Source: an optimization exercise on an open RTL-to-GDS flow (aim: small area, a short achievable clock period and few clock cycles per item). Production flows keep margins and buffers that such runs may drop. No run shown here included a check of the RTL's function; only the layout flow was run. No activity file was given, so power comes from the tool's default toggle rates.

==> design.v <==
`timescale 1ns / 1ns
module mat_ops_controller #(
	parameter DATA_LEN = 8,
	parameter N = 8,
	parameter ADDRESS_SIZE = 4
)
(
	input                         i_clk,
	input                         i_rstn,
	input   [DATA_LEN*N-1:0]      i_read_data_A,
	output  [ADDRESS_SIZE-1:0]    o_address_A,
	output                        o_wr_en_A,
	output  [DATA_LEN*N-1:0]      o_write_data_A,
	input   [DATA_LEN*N-1:0]      i_read_data_B,
	output  [ADDRESS_SIZE-1:0]    o_address_B,
	output                        o_wr_en_B,
	output  [DATA_LEN*N-1:0]      o_write_data_B,
	output                        o_done
);
	reg        run;
	reg  [2:0] r;
	reg  [3:0] s;
	reg  [2:0] tail;
	reg        run_n;
	reg  [2:0] r_n;
	reg  [3:0] s_n;
	reg  [2:0] tail_n;
	wire start = (i_read_data_A[7:0] == 8'd1);
	always @(*) begin
		run_n  = run;
		r_n    = r;
		s_n    = s;
		tail_n = 3'd0;
		if (run) begin
			if (s == 4'd8) begin
				s_n = 4'd0;
				if (r == 3'd7) begin
					run_n  = 1'b0;
					tail_n = 3'd1;
				end else begin
					r_n = r + 3'd1;
				end
			end else if (r == 3'd0 && s == 4'd2) begin
				s_n = 4'd4;
			end else begin
				s_n = s + 4'd1;
			end
		end else if (tail != 3'd0) begin
			tail_n = (tail == 3'd4) ? 3'd0 : tail + 3'd1;
		end else if (start) begin
			run_n = 1'b1;
			r_n   = 3'd0;
			s_n   = 4'd0;
		end
	end
	wire       wr_n   = run_n && (s_n == 4'd3) && (r_n != 3'd0);
	wire [3:0] s_m1   = s_n - 4'd1;
	wire [2:0] k_n    = (s_n < 4'd3) ? s_n[2:0] : s_m1[2:0];
	wire       done_n = (tail_n == 3'd4);
	reg  [3:0] addr_a;
	reg  [3:0] addr_b;
	reg        wr_b;
	reg        done;
	reg        v0;
	reg  [2:0] k0;
	reg        f0;
	always @(posedge i_clk, negedge i_rstn) begin
		if (!i_rstn) begin
			run    <= 1'b0;
			r      <= 3'd0;
			s      <= 4'd0;
			tail   <= 3'd0;
			addr_a <= 4'd0;
			addr_b <= 4'd0;
			wr_b   <= 1'b0;
			done   <= 1'b0;
		end else begin
			run    <= run_n;
			r      <= r_n;
			s      <= s_n;
			tail   <= tail_n;
			addr_a <= run_n ? {1'b1, r_n} : 4'd0;
			addr_b <= done_n ? 4'd15 : (wr_n ? {1'b1, r_n - 3'd1} : {1'b0, k_n});
			wr_b   <= wr_n || done_n;
			done   <= done_n;
		end
	end
	always @(posedge i_clk) begin
		v0 <= run_n && !wr_n;
		k0 <= k_n;
		f0 <= run_n && (s_n == 4'd0);
	end
	reg                  v1;
	reg  [2:0]           k1;
	reg                  f1;
	reg                  f2;
	reg                  f3;
	reg  [7:0]           a2;
	reg  [63:0]          b2;
	wire [63:0]          acc;
	always @(posedge i_clk) begin
		v1 <= v0;
		k1 <= k0;
		f1 <= f0;
		f2 <= f1;
		f3 <= f2;
		a2 <= v1 ? i_read_data_A[8*k1 +: 8] : 8'd0;
		b2 <= i_read_data_B;
	end
	genvar j;
	generate
		for (j = 0; j < N; j = j + 1) begin : LANE
			mac_lane u_lane (
				.i_clk (i_clk),
				.a     (a2),
				.b     (b2[8*j +: 8]),
				.first (f3),
				.acc   (acc[8*j +: 8])
			);
		end
	endgenerate
	assign o_address_A    = addr_a;
	assign o_wr_en_A      = done;
	assign o_write_data_A = {(DATA_LEN*N){1'b0}};
	assign o_address_B    = addr_b;
	assign o_wr_en_B      = wr_b;
	assign o_write_data_B = acc;
	assign o_done         = done;
endmodule
module mac_lane (
	input            i_clk,
	input      [7:0] a,
	input      [7:0] b,
	input            first,
	output reg [7:0] acc
);
	wire [20:0] d;
	reg  [20:0] q;
	wire t1;
	wire t2;
	wire t3;
	wire t4;
	wire t5;
	wire t6;
	wire t7;
	wire t8;
	wire t9;
	wire t10;
	wire t11;
	wire t12;
	wire t13;
	wire t14;
	wire t15;
	wire t16;
	wire t17;
	wire t18;
	wire t19;
	wire t20;
	wire t21;
	wire t22;
	wire t23;
	wire t24;
	wire t25;
	assign t1 = (a[0] & b[6]) ^ (a[1] & b[5]);
	assign t2 = (a[0] & b[6]) & (a[1] & b[5]);
	assign t3 = (a[0] & b[7]) ^ (a[1] & b[6]) ^ (a[2] & b[5]);
	assign t4 = (a[3] & b[4]) ^ (a[4] & b[3]);
	assign t5 = (a[0] & b[4]) ^ (a[1] & b[3]);
	assign t6 = (a[0] & b[4]) & (a[1] & b[3]);
	assign t7 = (a[0] & b[5]) ^ (a[1] & b[4]) ^ (a[2] & b[3]);
	assign t8 = ((a[0] & b[5]) & (a[1] & b[4])) | ((a[0] & b[5]) & (a[2] & b[3])) | ((a[1] & b[4]) & (a[2] & b[3]));
	assign t9 = (a[3] & b[2]) ^ (a[4] & b[1]);
	assign t10 = (a[3] & b[2]) & (a[4] & b[1]);
	assign t11 = t1 ^ (a[2] & b[4]) ^ (a[3] & b[3]);
	assign t12 = (t1 & (a[2] & b[4])) | (t1 & (a[3] & b[3])) | ((a[2] & b[4]) & (a[3] & b[3]));
	assign t13 = (a[4] & b[2]) ^ (a[5] & b[1]) ^ (a[6] & b[0]);
	assign t14 = ((a[4] & b[2]) & (a[5] & b[1])) | ((a[4] & b[2]) & (a[6] & b[0])) | ((a[5] & b[1]) & (a[6] & b[0]));
	assign t15 = t2 ^ t3 ^ t4;
	assign t16 = (a[5] & b[2]) ^ (a[6] & b[1]) ^ (a[7] & b[0]);
	assign t17 = (a[0] & b[3]) ^ (a[1] & b[2]);
	assign t18 = (a[0] & b[3]) & (a[1] & b[2]);
	assign t19 = t5 ^ (a[2] & b[2]) ^ (a[3] & b[1]);
	assign t20 = (t5 & (a[2] & b[2])) | (t5 & (a[3] & b[1])) | ((a[2] & b[2]) & (a[3] & b[1]));
	assign t21 = t6 ^ t7 ^ t9;
	assign t22 = (t6 & t7) | (t6 & t9) | (t7 & t9);
	assign t23 = t8 ^ t10 ^ t11;
	assign t24 = (t8 & t10) | (t8 & t11) | (t10 & t11);
	assign t25 = t12 ^ t14 ^ t15;
	assign d[0] = (a[0] & b[0]);
	assign d[1] = (a[0] & b[1]);
	assign d[2] = (a[1] & b[0]);
	assign d[3] = (a[0] & b[2]);
	assign d[4] = (a[1] & b[1]);
	assign d[5] = (a[2] & b[0]);
	assign d[6] = t17;
	assign d[7] = (a[2] & b[1]);
	assign d[8] = (a[3] & b[0]);
	assign d[9] = t18;
	assign d[10] = t19;
	assign d[11] = (a[4] & b[0]);
	assign d[12] = t20;
	assign d[13] = t21;
	assign d[14] = (a[5] & b[0]);
	assign d[15] = t22;
	assign d[16] = t23;
	assign d[17] = t13;
	assign d[18] = t24;
	assign d[19] = t25;
	assign d[20] = t16;
	always @(posedge i_clk)
		q <= d;
	wire [7:0] g = first ? 8'd0 : acc;
	wire u1;
	wire u2;
	wire u3;
	wire u4;
	wire u5;
	wire u6;
	wire u7;
	wire u8;
	wire u9;
	wire u10;
	wire u11;
	wire u12;
	wire u13;
	wire u14;
	wire u15;
	wire u16;
	wire u17;
	wire u18;
	wire u19;
	wire u20;
	wire u21;
	wire u22;
	wire u23;
	wire u24;
	assign u1 = g[2] ^ q[3];
	assign u2 = g[2] & q[3];
	assign u3 = g[3] ^ q[6] ^ q[7];
	assign u4 = (g[3] & q[6]) | (g[3] & q[7]) | (q[6] & q[7]);
	assign u5 = g[4] ^ q[9] ^ q[10];
	assign u6 = (g[4] & q[9]) | (g[4] & q[10]) | (q[9] & q[10]);
	assign u7 = g[5] ^ q[12] ^ q[13];
	assign u8 = (g[5] & q[12]) | (g[5] & q[13]) | (q[12] & q[13]);
	assign u9 = g[6] ^ q[15] ^ q[16];
	assign u10 = (g[6] & q[15]) | (g[6] & q[16]) | (q[15] & q[16]);
	assign u11 = g[7] ^ q[18] ^ q[19];
	assign u12 = g[1] ^ q[1];
	assign u13 = g[1] & q[1];
	assign u14 = u1 ^ q[4] ^ q[5];
	assign u15 = (u1 & q[4]) | (u1 & q[5]) | (q[4] & q[5]);
	assign u16 = u2 ^ u3 ^ q[8];
	assign u17 = (u2 & u3) | (u2 & q[8]) | (u3 & q[8]);
	assign u18 = u4 ^ u5 ^ q[11];
	assign u19 = (u4 & u5) | (u4 & q[11]) | (u5 & q[11]);
	assign u20 = u6 ^ u7 ^ q[14];
	assign u21 = (u6 & u7) | (u6 & q[14]) | (u7 & q[14]);
	assign u22 = u8 ^ u9 ^ q[17];
	assign u23 = (u8 & u9) | (u8 & q[17]) | (u9 & q[17]);
	assign u24 = u10 ^ u11 ^ q[20];
	wire [7:0] s0 = {u23 , u21 , u19 , u17 , u15 , u13 , u12 , g[0]};
	wire [7:0] s1 = {u24 , u22 , u20 , u18 , u16 , u14 , q[2] , q[0]};
	always @(posedge i_clk)
		acc <= s0 + s1;
endmodule
==> run.sh <==
#!/bin/bash
# synth_recipe.tcl (not shown) runs the flow's synth.tcl, then flattens the netlist and writes it again
# the make line also repeats each setting of config.mk as NAME=value (left out here)
make -C /OpenROAD-flow-scripts/flow DESIGN_CONFIG=/design/flow/config.mk WORK_HOME=/design/flow/orfs CLKGATE_MAP_FILE= SYNTH_SCRIPT=/design/flow/synth_recipe.tcl finish
==> constraint.sdc <==
create_clock -name core_clock -period 5.0 [get_ports {i_clk}]
set_input_delay 1.0000 -clock core_clock [delete_from_list [all_inputs] [get_ports {i_clk}]]
set_output_delay 1.0000 -clock core_clock [all_outputs]
set_load 0.01 [all_outputs]
==> config.mk <==
export PLATFORM = sky130hd
export DESIGN_NAME = mat_ops_controller
export DESIGN_NICKNAME = mat_ops_controller
export VERILOG_FILES = /design/flow/design.v
export SDC_FILE = /design/flow/constraint.sdc
export NUM_CORES = 4
export LEC_CHECK = 0
export CAP_MARGIN = 20
export CORE_MARGIN = 2
export CORE_UTILIZATION = 40
export PLACE_DENSITY = 0.6
export SLEW_MARGIN = 20
==> qor.txt, run 1 <==
Arr. time, crit path -> 3.74 ns
Commonest cells after routing, fill and taps aside -> dfxtp_1, inv_1, clkdlybuf4s50_1
Clock Skew -> 0.0149 ns
Critical Path RT -> 5.43 ns
Register area -> 6810 sq um
Post-synthesis mux area share -> 2.76%
#FFs+latches synth -> 335
Cts hold-fix bufs -> 0
Synth Area in Simple Gates -> 14.1%
Drt first pass iters -> 6
First-pass GRT wire length -> 58900 microns
Area grow syn2layout -> 22.1%
DRC -> 0
Synth Area in XOR/XNOR -> 8.28%
Layout Cells excl Fill -> 2386
Post-Place Cells -> 2316
Asr flop ratio synth -> 5.67%
Worst-case register-to-register setup slack -> 1.76 ns
TNS Setup -> 0 ns
RD Place Congestion -> 0.792
Status -> finished clean
Reg2Reg Depth -> 10
Initial core utilization -> 40.3%
Layout cells sized above 1 -> 5.60%
Slew Viols, Final -> 0
Initial antenna violation count -> 5
Drt wl/cell -> 15.1 microns
Hold Path Sink -> f1$_DFF_P_
Die Wd -> 212 microns
Top cells by area, synth -> dfxtp_1, fa_1, ha_1, and2_1, xnor2_1
Finish-stage setup viols -> 0
Multi-input logic area -> 9230 sq um
Pwr dens -> 560 nW/um^2
DP Area -> 19600 sq um
Syn. warnings -> 2
Cell row count -> 76
Syn_area_per_cell -> 10.7 sq um
Design area -> 21100 sq um
Port bufs -> 204
Post-DRT Antenna Nets -> 0
Clock tree buffer depth -> 3
Main synth FF type -> dfxtp_1
Worst min path class -> register to register
Fin. Hold Viols -> 0
Main combinational cell family by area after synthesis -> adder cells
Setup crit end kind -> register
RSZ-0062 raised after global routing -> false
Ant. Diodes -> 0
Hold path cells -> 0
Yosys top cell area share -> 36.7%
Clk latency of the worst-skew pair -> 0.55 ns
Number of flops mapped to enable cells by yosys -> 0
CP max FO -> 7
Clock buffer count from CTS -> 39
Setup CP Type -> input pin to register
FF-to-FF Start -> f3$_DFF_P_
DR vias -> 10.6k
Num ports -> 269
Fillers -> 3917
Total setup buffers inserted after CTS -> 0
Vias in the first global route -> 11.7k
Post-cts repair resize count -> 0
Unique masters post-synth -> 52
CTS tree -> done
Slew margin rel. -> 30.7%
GR Overflow Total -> 0
Total length of routed wires -> 36100 microns
Fmax achieved -> 303 MHz
Largest net degree at the start of global routing -> 57
CTS root buf -> clkbuf_16
Sequential area share after synthesis -> 39.4%
Core footprint -> 42800 sq um
Peak VDD IR -> 272 uV
CTS Sinks -> 335
H-tree levels -> 2
Slew @ Worst Pin -> 1.04 ns
Cell Area, Synth -> 17200 sq um
Drt via density -> 4.46
CTS clock-pin slew for the worst setup and hold paths -> 0.06 ns
Reg2reg end -> LANE[4].u_lane.acc[7]$_DFF_P_
Die area -> 44800 sq um
Critical Path Source Type -> input pin
Die H -> 212 microns
Final worst path period share -> 66.1%
Final nets -> 2185
GRT Overall Usage -> 16.9%
Max_cap viols -> 0
Leading area contributor after synthesis -> dfxtp_1
Fin crit period -> 3.31 ns
Iter 0 DRT Violations -> 311
Complex-gate fraction of the synthesized area -> 3.71%
Adder-cell area share of the yosys netlist -> 23.3%
Post-Synthesis Cells -> 1606
Hold path startpoint -> f0$_DFF_P_
Most common cell after layout, fill and taps aside -> dfxtp_1
Dpl hpwl -> 26100 microns
Static leakage -> 9.59 nW
[cells by family after synthesis]
kind of cell	count (synthesis)
AOI/OAI and AO/OA	86
xor gates and xnor gates	163
adders and majority gates	244
buffers and inverters	317
DFF	335
muxes	27
other	1
and+or+nand+nor	433
[worst max path at each step]
stage	start	end	slack [ns]	cells past startpoint
6_report	i_read_data_A[6]	addr_b[1]$_DFF_PN0_	1.69	9
3_5_place_dp	i_read_data_A[6]	addr_b[1]$_DFF_PN0_	1.11	9
2_1_floorplan	f3$_DFF_P_	LANE[0].u_lane.acc[7]$_DFF_P_	1.67	12
4_1_cts	f3$_DFF_P_	LANE[4].u_lane.acc[7]$_DFF_P_	1.68	10
3_3_place_gp	i_read_data_A[6]	addr_b[1]$_DFF_PN0_	1.22	9
5_1_grt	i_read_data_A[6]	addr_b[1]$_DFF_PN0_	1.52	9
[power by group]
part	internal (W)	switching (W)	leakage [nW]
combinational	0.00253	0.00226	6.02
sequential	0.00333	0.000523	2.87
clock	0.00200	0.00115	0.703
total	0.00787	0.00393	9.59
[flip-flops by register name (all words and copies together), names as in the netlist, 3 cells and up]
name	flops
LANE.u_lane.acc	64
tail	3
addr_b	4
k0	3
r	3
s	4
a2	8
b2	64
k1	3
LANE.u_lane.q	168
addr_a	3
[area by class of cell]
| cell class | instances | share of cell area (%) |
|---|---|---|
| Clock buffer | 53 | 5.38 |
| Inverter | 207 | 3.69 |
| Tap cell | 546 | 3.24 |
| Multi-Input combinational cell | 1017 | 43.9 |
| Sequential cell | 335 | 32.3 |
| Timing Repair Buffer | 211 | 10.1 |
| Clock inverter | 17 | 1.37 |
[metal layers]
layer	global-route usage [%]	part of all wire, %
met3	4.73	5.9
met4	4.88	2.3
met5	0	0.16
met1	19.7	42
met2	30.3	50
[synthesized netlist by cell type (2+ instances only)]
cell type  count
and2_1       202
o41a_1         6
nor4b_4        2
buf_4         68
a22oi_1        2
mux2i_1        9
xor2_1        48
nand2b_1      10
and3_1         3
nor2b_1       71
xnor2_1      115
nor3_1         9
o31ai_1        2
dfrtp_1       19
nand4_1        2
o21a_1         9
ha_1         116
fa_1         128
o41ai_1        2
o21ai_0        2
nand2_1       93
o21bai_1       9
a21oi_1       27
dfxtp_1      316
clkbuf_1      39
nor2_1        33
mux4_2        16
buf_2          2
a211o_1        2
inv_1        207
a21o_1        16
[critical path: stages]
cell,delay [ns]
clkdlybuf4s50_1,0.46
nor4b_4,0.42
a31oi_4,0.18
a22oi_1,0.42
inv_1,0.12
ha_1,0.25
or3b_4,0.41
mux2i_2,0.17
a211o_1,0.32
[through the flow]
step	hold WS, ns	setup slack (ns)	power [W]	util, %
2_1_floorplan	0.310	1.67	0.00728	-
3_3_place_gp	0.311	1.22	0.00865	45.9
3_5_place_dp	0.312	1.11	0.00877	45.9
4_1_cts	0.326	1.68	0.0120	49.2
5_1_grt	0.328	1.52	0.0128	49.2
6_report	0.326	1.69	0.0118	49.2
==> run 2, diff against run 1 <==
--- a/design.v
+++ b/design.v
@@ -26,34 +26,29 @@
 	reg  [3:0] s_n;
 	reg  [2:0] tail_n;
 	wire start = (i_read_data_A[7:0] == 8'd1);
+	wire last  = (s == 4'd8) && (r == 3'd7);
+	wire idle  = !run && (tail == 3'd0);
 	always @(*) begin
-		run_n  = run;
+		run_n  = run ? !last : (idle && start);
 		r_n    = r;
 		s_n    = s;
 		tail_n = 3'd0;
 		if (run) begin
 			if (s == 4'd8) begin
 				s_n = 4'd0;
-				if (r == 3'd7) begin
-					run_n  = 1'b0;
-					tail_n = 3'd1;
-				end else begin
-					r_n = r + 3'd1;
-				end
+				r_n = r + 3'd1;
 			end else if (r == 3'd0 && s == 4'd2) begin
 				s_n = 4'd4;
 			end else begin
 				s_n = s + 4'd1;
 			end
+			if (last)
+				tail_n = 3'd1;
 		end else if (tail != 3'd0) begin
 			tail_n = (tail == 3'd4) ? 3'd0 : tail + 3'd1;
-		end else if (start) begin
-			run_n = 1'b1;
-			r_n   = 3'd0;
-			s_n   = 4'd0;
 		end
 	end
-	wire       wr_n   = run_n && (s_n == 4'd3) && (r_n != 3'd0);
+	wire       wr_n   = run && (s_n == 4'd3) && (r_n != 3'd0);
 	wire [3:0] s_m1   = s_n - 4'd1;
 	wire [2:0] k_n    = (s_n < 4'd3) ? s_n[2:0] : s_m1[2:0];
 	wire       done_n = (tail_n == 3'd4);
@@ -79,7 +74,7 @@
 			r      <= r_n;
 			s      <= s_n;
 			tail   <= tail_n;
-			addr_a <= run_n ? {1'b1, r_n} : 4'd0;
+			addr_a <= {run_n, r_n};
 			addr_b <= done_n ? 4'd15 : (wr_n ? {1'b1, r_n - 3'd1} : {1'b0, k_n});
 			wr_b   <= wr_n || done_n;
 			done   <= done_n;
@@ -94,7 +89,6 @@
 	reg  [2:0]           k1;
 	reg                  f1;
 	reg                  f2;
-	reg                  f3;
 	reg  [7:0]           a2;
 	reg  [63:0]          b2;
 	wire [63:0]          acc;
@@ -103,7 +97,6 @@
 		k1 <= k0;
 		f1 <= f0;
 		f2 <= f1;
-		f3 <= f2;
 		a2 <= v1 ? i_read_data_A[8*k1 +: 8] : 8'd0;
 		b2 <= i_read_data_B;
 	end
@@ -114,7 +107,7 @@
 				.i_clk (i_clk),
 				.a     (a2),
 				.b     (b2[8*j +: 8]),
-				.first (f3),
+				.first (f2),
 				.acc   (acc[8*j +: 8])
 			);
 		end
@@ -134,6 +127,7 @@
 	input            first,
 	output reg [7:0] acc
 );
+	reg              first_q;
 	wire [20:0] d;
 	reg  [20:0] q;
 	wire t1;
@@ -207,9 +201,11 @@
 	assign d[18] = t24;
 	assign d[19] = t25;
 	assign d[20] = t16;
-	always @(posedge i_clk)
-		q <= d;
-	wire [7:0] g = first ? 8'd0 : acc;
+	always @(posedge i_clk) begin
+		q       <= d;
+		first_q <= first;
+	end
+	wire [7:0] g = first_q ? 8'd0 : acc;
 	wire u1;
 	wire u2;
 	wire u3;
--- a/config.mk
+++ b/config.mk
@@ -9,4 +9,5 @@
 export CORE_MARGIN = 2
 export CORE_UTILIZATION = 40
 export PLACE_DENSITY = 0.6
+export SETUP_SLACK_MARGIN = 3.0
 export SLEW_MARGIN = 20
==> run 2 against run 1 <==
Still clean. Clock power shrank 6.3%. Flip-flop and latch count is 3 lower. Critical path depth up 2. Die area fell by 0.81%. Final cell count up 3.0%. Routed wire length increased by 15%. Combinational power up 39%. Count of clock-buffer cells in the layout is 2 higher. Setup slack better by 0.58 ns. Largest power group unchanged.
==> qor.txt, run 2 <==
Status -> finished clean
RSZ-0062 raised after global routing -> true
PnR worst setup slack -> 2.28 ns (+0.581 ns)
CTS Sinks -> 332 (-0.90%)
Dpl hpwl -> 26800 microns (+2.8%)
Total length of routed wires -> 41500 microns (+15%)
Post-Synthesis Cells -> 1601 (-0.31%)
GRT Overall Usage -> 18.6% (+1.6 points)
Top flop regs -> LANE.u_lane.q: 168 flops, LANE.u_lane.acc: 64 flops, b2: 64 flops
TNS Setup -> 0 ns (unchanged)
Pwr Total -> 0.0135 W (+14%)
Die Wd -> 211 microns (-0.41%)
First-pass GRT wire length -> 63400 microns (+7.6%)
Fmax achieved -> 367 MHz (+21%)
CP max FO -> 8 (+1)
Commonest cells after routing, fill and taps aside -> dfxtp_1, and2_1, inv_1
DRC -> 0 (unchanged)
Static leakage -> 10.3 nW (+6.9%)
CTS clock-pin slew for the worst setup and hold paths -> 0.06 ns (about the same)
Critical Path Source Type -> register
Drt wl/cell -> 16.9 microns (+12%)
Drt via density -> 4.54 (+1.8%)
DR vias -> 11.2k (+4.9%)
Area grow syn2layout -> 34.7%
Vias in the first global route -> 11.9k (+1.9%)
Asr flop ratio synth -> 4.82% (-0.85 points)
Syn. warnings -> 2 (unchanged)
Setup CP Type -> register to register
Slew Viols, Final -> 0 (unchanged)
Clk latency of the worst-skew pair -> 0.56 ns (about the same)
Finish-stage setup viols -> 0 (unchanged)
Final nets -> 2265 (+3.7%)
Final Hold Slack -> 0.324 ns (-0.00178 ns)
Max_cap viols -> 0 (unchanged)
Clock tree buffer depth -> 3 (unchanged)
Final worst path period share -> 54.5% (-12 points)
Sequential area share after synthesis -> 39.3% (-0.11 points)
Port bufs -> 204 (unchanged)
Die H -> 211 microns (-0.41%)
Reg2Reg Depth -> 11 (+1)
Fin. Hold Viols -> 0 (unchanged)
Die area -> 44400 sq um (-0.81%)
Core footprint -> 42000 sq um (-1.8%)
RD Place Congestion -> 0.804 (+1.4%)
Pwr dens -> 586 nW/um^2 (+4.6%)
Worst min path class -> register to register
Top cells by area, synth -> dfxtp_1, fa_1, ha_1, and2_1, xnor2_1
Layout cells sized above 1 -> 26.6% (+21 points)
Most numerous cell in the Yosys netlist -> dfxtp_1
Slew @ Worst Pin -> 0.870 ns (-0.170 ns)
Layout Cells excl Fill -> 2457 (+3.0%)
Syn_area_per_cell -> 10.7 sq um (-0.52%)
CTS tree -> done
Slew margin rel. -> 41.8% (+11 points)
Fin crit period -> 2.72 ns (-0.581 ns)
Largest net degree at the start of global routing -> 41 (-28%)
Worst-case register-to-register setup slack -> 2.28 ns (+0.52 ns)
Cell Area, Synth -> 17100 sq um (-0.83%)
Arr. time, crit path -> 3.14 ns (-0.60 ns)
Biggest register -> LANE.u_lane.q
Initial antenna violation count -> 2 (-3)
Number of flops mapped to enable cells by yosys -> 0 (unchanged)
#FFs+latches synth -> 332 (-0.90%)
Critical Path RT -> 5.42 ns (about the same)
Num ports -> 269 (unchanged)
Peak VDD IR -> 295 uV (+8.4%)
Leading area contributor after synthesis -> dfxtp_1
Setup crit end kind -> register
Hold Path Sink -> LANE[7].u_lane.first_q$_DFF_P_
CTS root buf -> clkbuf_16
H-tree levels -> 2 (unchanged)
Most common cell after layout, fill and taps aside -> dfxtp_1
Pre-CTS setup slack -> 1.73 ns (+0.622 ns)
Clock buffer count from CTS -> 39 (unchanged)
Cts hold-fix bufs -> 0 (unchanged)
FF-to-FF Start -> LANE[7].u_lane.first_q$_DFF_P_
Post-DRT Antenna Nets -> 0 (unchanged)
Yosys top cell area share -> 37.0% (+0.31 points)
Clock Skew -> 0.0309 ns (+0.0160 ns)
GR Overflow Total -> 0 (unchanged)
Drt first pass iters -> 5 (-1)
Initial core utilization -> 40.7% (+0.38 points)
Max reg flops -> 168 (unchanged)
Reg2reg end -> LANE[6].u_lane.acc[7]$_DFF_P_
Iter 0 DRT Violations -> 408 (+31%)
Cell row count -> 75 (-1.3%)
Top post-synthesis cells by count -> dfxtp_1, and2_1, inv_1
Post-Place Cells -> 2304 (-0.52%)
Hold path startpoint -> f2$_DFF_P_
Hold path cells -> 0 (unchanged)
Unique masters post-synth -> 53 (+1.9%)
Main synth FF type -> dfxtp_1
[run 2: changes by cell type after synthesis, moves of 9 or more]
cell,change
inv_1,-14
o21ai_1,+10
nand2_1,+16
xnor2_1,+10
nor2b_1,-9
[run 2: layout make-up]
class,instances,area [sq um]
multi-input combinational,1027,10400
timing repair buffer,296,3120
clock buffer,55,1110
antenna,2,5.00
sequential,332,6840
fill,3639,19000
clock inverter,12,196
tap,539,674
inverter,194,728
[run 2: per-stage QoR]
| step | utilization (%) | instance area, sq um |
|---|---|---|
| finish | 54.8 | 23000 |
| global placement | 47.9 | 20200 |
| detailed placement | 47.9 | 20200 |
| floorplan | - | 18200 |
| CTS | 53.2 | 22400 |
| global route | 54.8 | 23000 |
[run 2: how the worst max path moves through the flow]
| stage | from | endpoint | slack (ns) | depth (start not counted) |
|---|---|---|---|---|
| 5_1_grt | LANE[7].u_lane.first_q$_DFF_P_ | LANE[7].u_lane.acc[7]$_DFF_P_ | 2.17 | 11 |
| 4_1_cts | LANE[7].u_lane.first_q$_DFF_P_ | LANE[4].u_lane.acc[7]$_DFF_P_ | 2.29 | 9 |
| 6_report | LANE[7].u_lane.first_q$_DFF_P_ | LANE[6].u_lane.acc[7]$_DFF_P_ | 2.28 | 11 |
| 3_3_place_gp | LANE[7].u_lane.first_q$_DFF_P_ | LANE[7].u_lane.acc[7]$_DFF_P_ | 1.78 | 10 |
| 3_5_place_dp | LANE[7].u_lane.first_q$_DFF_P_ | LANE[7].u_lane.acc[7]$_DFF_P_ | 1.73 | 10 |
| 2_1_floorplan | LANE[7].u_lane.first_q$_DFF_P_ | LANE[4].u_lane.acc[7]$_DFF_P_ | 2.38 | 11 |
[run 2: cells by family after synthesis]
kind of cell,after synthesis,synth area share (%)
adder cells (fa/ha/maj),245,23.5
XOR/XNOR,165,8.45
other,1,0.0219
multiplexers,27,2.80
AO/OA/AOI/OAI,88,3.46
AND/OR/NAND/NOR,438,14.2
flip-flops,332,39.3
buffers and inverters,305,8.24
[run 2: per-layer routing]
metal / global-route usage (%) / up-vias / share of wire, %
li1: - / 5390 / -
met1: 23.6 / 5428 / 43
met2: 31.7 / 286 / 49
met3: 4.25 / 51 / 6.2
met4: 5.15 / 0 / 1.9
met5: 0 / - / 0
[run 2: timing repair]
item	in CTS	in global routing
endpoints found under the hold margin	0	0
endpoints found under the setup margin	191	139
resized for setup	504	79
setup buffers	48	32
pin swaps	28	58
gates cloned	1	3
[run 2: report_power, final]
part | internal [W] | switching [W] | total (W)
clock network | 0.00180 | 0.00114 | 0.00295
logic | 0.00359 | 0.00304 | 0.00664
registers | 0.00339 | 0.000531 | 0.00392
[run 2: critical path, stage by stage (launching register included)]
cell,delay (ns)
dfxtp_4,0.41
clkbuf_16,0.21
buf_4,0.16
nand2b_4,0.13
fa_1,0.48
inv_1,0.05
fa_1,0.50
ha_4,0.30
nor2_1,0.04
nor2_1,0.10
o41ai_2,0.08
xnor2_1,0.12

separate check: timing with driven ports:
No port has a modelled driver above. Below, the same layouts with a new extraction and two added sets of constraints. Step 1 sets driving cells, clkbuf_16 on the clock port and buf_2 on the other inputs (assumed; they add their load-dependent delay and slew). Step 2 times the ports against the registers' clock, not the clock port: input delays grow and output delays shrink by t, the midpoint of the rising clock arrivals with the driver on. a / b / c = ideal ports / drivers / drivers and shift; a / b = the first two.
run	shift t [ns]	setup slack, ns	worst setup path at the end	latest minus earliest clock arrival (ns)
run 1	0.600	1.694 / 1.727 / 1.127	input to register	0.016 / 0.016
run 2	0.597	2.275 / 2.275 / 2.275	register to register	0.031 / 0.031
After both steps every run listed still meets setup and hold. For run 1, which loses most, drivers alone change the setup slack by +0.033 ns; drivers and shift together by -0.567 ns.
